From an optimization exercise on the open Yosys and OpenROAD flow, aimed at small area and a short achievable clock period; shortcuts taken in it are not production practice.

==> flow/design.v (excerpt) <==
module cordic_sqrt_pipelined(
    input  wire clk,
    input  wire rst_n,
    input  wire start,
    input  wire signed [17:0] x_in,
    input  wire signed [17:0] y_in,
    output reg  signed [17:0] sqrt_out,
    output reg  done
);
    localparam N = 12;
    localparam LAT = N + 4;    
    reg signed [17:0] xr [0:N];
    reg signed [17:0] yr [0:N-1];
    always @(posedge clk) begin
        xr[0] <= x_in[17] ? -x_in : x_in;
        yr[0] <= y_in[17] ? -y_in : y_in;
    end
    genvar i;
    generate
        for (i = 0; i < N; i = i + 1) begin : st
            wire signed [17:0] x = xr[i];
            wire signed [17:0] y = yr[i];
            wire neg = y[17];
            wire signed [17:0] ys = y >>> i;
            wire signed [17:0] xs = x >>> i;
            wire [17:0] xn, yn;
            bk_add #(18) ax (.a(x), .b(ys ^ {18{neg}}), .ci(neg), .s(xn));
            always @(posedge clk) xr[i+1] <= xn;
            if (i < N - 1) begin : yu
                bk_add #(18) ay (.a(y), .b(xs ^ {18{~neg}}), .ci(~neg), .s(yn));
                always @(posedge clk) yr[i+1] <= yn;
            end
        end
    endgenerate
    wire signed [17:0] raw = xr[N];
    wire [17:0] o1 = raw >>> 1;
    wire [17:0] o2 = raw >>> 3;
    wire [17:0] o3 = ~(raw >>> 6);
    wire [17:0] o4 = ~(raw >>> 9);
    wire [17:0] c1s = o1 ^ o2 ^ o3;
    wire [17:0] c1c = (o1 & o2) | (o1 & o3) | (o2 & o3);
    wire [17:0] r2b = {c1c[16:0], 1'b0};
    wire [17:0] c2s = c1s ^ r2b ^ o4;
    wire [17:0] c2c = (c1s & r2b) | (c1s & o4) | (r2b & o4);
    reg  [17:0] ps_r, pc_r;
    always @(posedge clk) begin
        ps_r <= c2s;
        pc_r <= {c2c[16:0], 1'b1};
    end
    wire [17:0] s_w;
    bk_add #(18) as_ (.a(ps_r), .b(pc_r), .ci(1'b1), .s(s_w));
    reg  [17:0] s_r;
    wire [5:0] t6 = s_r[17:12];
    wire [6:0] nt7 = -{t6[5], t6};                       
    wire [17:0] nt = {{11{nt7[6]}}, nt7};
  ...
Size: roughly 520 flip-flops, about 31000 sq um of cells after synthesis.
export LEC_CHECK = 0
export ABC_AREA = 1
export CAP_MARGIN = 20
export CORE_MARGIN = 2
export CORE_UTILIZATION = 40
export SETUP_SLACK_MARGIN = 4.6
export SLEW_MARGIN = 20
create_clock -name core_clock -period 7.3 [get_ports {clk}]
standard.sh (not shown) runs the stock make flow with config.mk's settings and CLKGATE_MAP_FILE= SYNTH_SCRIPT=/design/flow/synth_recipe.tcl, a recipe that flattens the netlist after the stock synthesis.
==> flow/flow/run.sh <==
#!/bin/bash
# Standard layout, except that the port buffers are buf_2 cells rather than
# the delay cells buffer_ports picks by default. Output goes to standard.log.
export BUFFER_PORTS_ARGS="-buffer_cell sky130_fd_sc_hd__buf_2"
bash standard.sh "BUFFER_PORTS_ARGS=$BUFFER_PORTS_ARGS" finish > standard.log 2>&1
The first run produced a clean layout.
Change:
==> flow/flow/run.sh (replaced) <==
#!/bin/bash
# Standard layout with two changes:
#  - full adders are left to abc as plain gates (sky130 fa cells are added to
#    DONT_USE_CELLS; the platform's own list is repeated, since this replaces it);
#  - port buffers are buf_2 cells rather than the delay cells buffer_ports
#    picks by default.
# Output goes to standard.log.
DU=" sky130_fd_sc_hd__probe_p_8 sky130_fd_sc_hd__probec_p_8 sky130_fd_sc_hd__lpflow_bleeder_1 sky130_fd_sc_hd__lpflow_clkbufkapwr_1 sky130_fd_sc_hd__lpflow_clkbufkapwr_16 sky130_fd_sc_hd__lpflow_clkbufkapwr_2 sky130_fd_sc_hd__lpflow_clkbufkapwr_4 sky130_fd_sc_hd__lpflow_clkbufkapwr_8 sky130_fd_sc_hd__lpflow_clkinvkapwr_1 sky130_fd_sc_hd__lpflow_clkinvkapwr_16 sky130_fd_sc_hd__lpflow_clkinvkapwr_2 sky130_fd_sc_hd__lpflow_clkinvkapwr_4 sky130_fd_sc_hd__lpflow_clkinvkapwr_8 sky130_fd_sc_hd__lpflow_decapkapwr_12 sky130_fd_sc_hd__lpflow_decapkapwr_3 sky130_fd_sc_hd__lpflow_decapkapwr_4 sky130_fd_sc_hd__lpflow_decapkapwr_6 sky130_fd_sc_hd__lpflow_decapkapwr_8 sky130_fd_sc_hd__lpflow_inputiso0n_1 sky130_fd_sc_hd__lpflow_inputiso0p_1 sky130_fd_sc_hd__lpflow_inputiso1n_1 sky130_fd_sc_hd__lpflow_inputiso1p_1 sky130_fd_sc_hd__lpflow_inputisolatch_1 sky130_fd_sc_hd__lpflow_isobufsrc_1 sky130_fd_sc_hd__lpflow_isobufsrc_16 sky130_fd_sc_hd__lpflow_isobufsrc_2 sky130_fd_sc_hd__lpflow_isobufsrc_4 sky130_fd_sc_hd__lpflow_isobufsrc_8 sky130_fd_sc_hd__lpflow_isobufsrckapwr_16 sky130_fd_sc_hd__lpflow_lsbuf_lh_hl_isowell_tap_1 sky130_fd_sc_hd__lpflow_lsbuf_lh_hl_isowell_tap_2 sky130_fd_sc_hd__lpflow_lsbuf_lh_hl_isowell_tap_4 sky130_fd_sc_hd__lpflow_lsbuf_lh_isowell_4 sky130_fd_sc_hd__lpflow_lsbuf_lh_isowell_tap_1 sky130_fd_sc_hd__lpflow_lsbuf_lh_isowell_tap_2 sky130_fd_sc_hd__lpflow_lsbuf_lh_isowell_tap_4 #  sky130_fd_sc_hd__fa_1 sky130_fd_sc_hd__fa_2 sky130_fd_sc_hd__fa_4"
export BUFFER_PORTS_ARGS="-buffer_cell sky130_fd_sc_hd__buf_2"
bash standard.sh "DONT_USE_CELLS=$DU" "BUFFER_PORTS_ARGS=$BUFFER_PORTS_ARGS" finish > standard.log 2>&1
- CORE_UTILIZATION: 40 -> 60
- CTS_CLUSTER_DIAMETER: default -> 100
- CTS_CLUSTER_SIZE: default -> 24
- SETUP_SLACK_MARGIN: 4.6 -> 4.65
- TNS_END_PERCENT: default -> 0
Outcome: The new run completed with no timing, DRC or antenna violations. Cell area shrinks by 15%. Worst setup slack loses 0.054 ns. Hold slack improves by 0.0072 ns. Area after synthesis is lower by 5.1%. Global-route usage increases by 7.7 points. Sequential share of layout area grows by 4.9 points. Register-to-register slack degrades by 0.05 ns. Routed wire length went down by 4.9%.
Change:
==> flow/run.sh (new file) <==
#!/bin/bash
# synth_recipe.tcl (not shown) runs the flow's synth.tcl, then flattens the netlist and writes it again
# the make line also repeats each setting of config.mk as NAME=value (left out here)
make -C /OpenROAD-flow-scripts/flow DESIGN_CONFIG=/design/flow/config.mk WORK_HOME=/design/flow/orfs CLKGATE_MAP_FILE= SYNTH_SCRIPT=/design/flow/synth_recipe.tcl finish
- CORE_UTILIZATION: 60 -> 40
- CTS_CLUSTER_DIAMETER: 100 -> default
- CTS_CLUSTER_SIZE: 24 -> default
- SETUP_SLACK_MARGIN: 4.65 -> 4.6
- TNS_END_PERCENT: 0 -> default
removed: flow/flow/run.sh
removed: flow/standard.sh
Setup slack improves by 0.12 ns.
Global-route usage went down by 7.8 points.
Design area went up by 18%.
Routed wire length went up by 4.8%.
Count of clock-buffer cells in the layout went up by 50.
Register-to-register slack improves by 0.12 ns.
Synthesized area went up by 5.3%.
Hold slack degrades by 0.025 ns.
No functional check of the RTL was part of any run of this note.

## separate check: timing with driven ports
Ports are ideal in the flow. The routed layouts listed here were re-timed in OpenROAD.
Step 1 sets driving cells, clkbuf_16 on the clock port and buf_2 on the other inputs (assumed; they add their load-dependent delay and slew).
Step 2 adds t to the input delays and takes it off the output delays; t is the mean of the earliest and latest rising clock arrival at the registers after step 1. Input paths then give back, and output paths get back, about the clock's delay inside the block.
a / b / c = no drivers / after step 1 / after step 2; a / b = the first two.
run | shift t [ns] | setup slack, ns | worst hold slack (ns) | worst slew at a driven data input, ns | pins driven straight from the clock port
the first run | 0.682 | 4.101 / 4.101 / 4.101 | 0.347 / 0.347 / 0.347 | 0.03 | 1
the second run | 0.632 | 4.047 / 4.047 / 4.047 | 0.354 / 0.354 / 0.354 | 0.03 | 1
the third run | 0.675 | 4.170 / 4.170 / 4.055 | 0.329 / 0.329 / 0.329 | 0.03 | 1
After both steps every run listed still meets setup and hold. The setup slack of the third run, which loses most, moves by 0.000 ns with the drivers and by -0.115 ns with both steps.
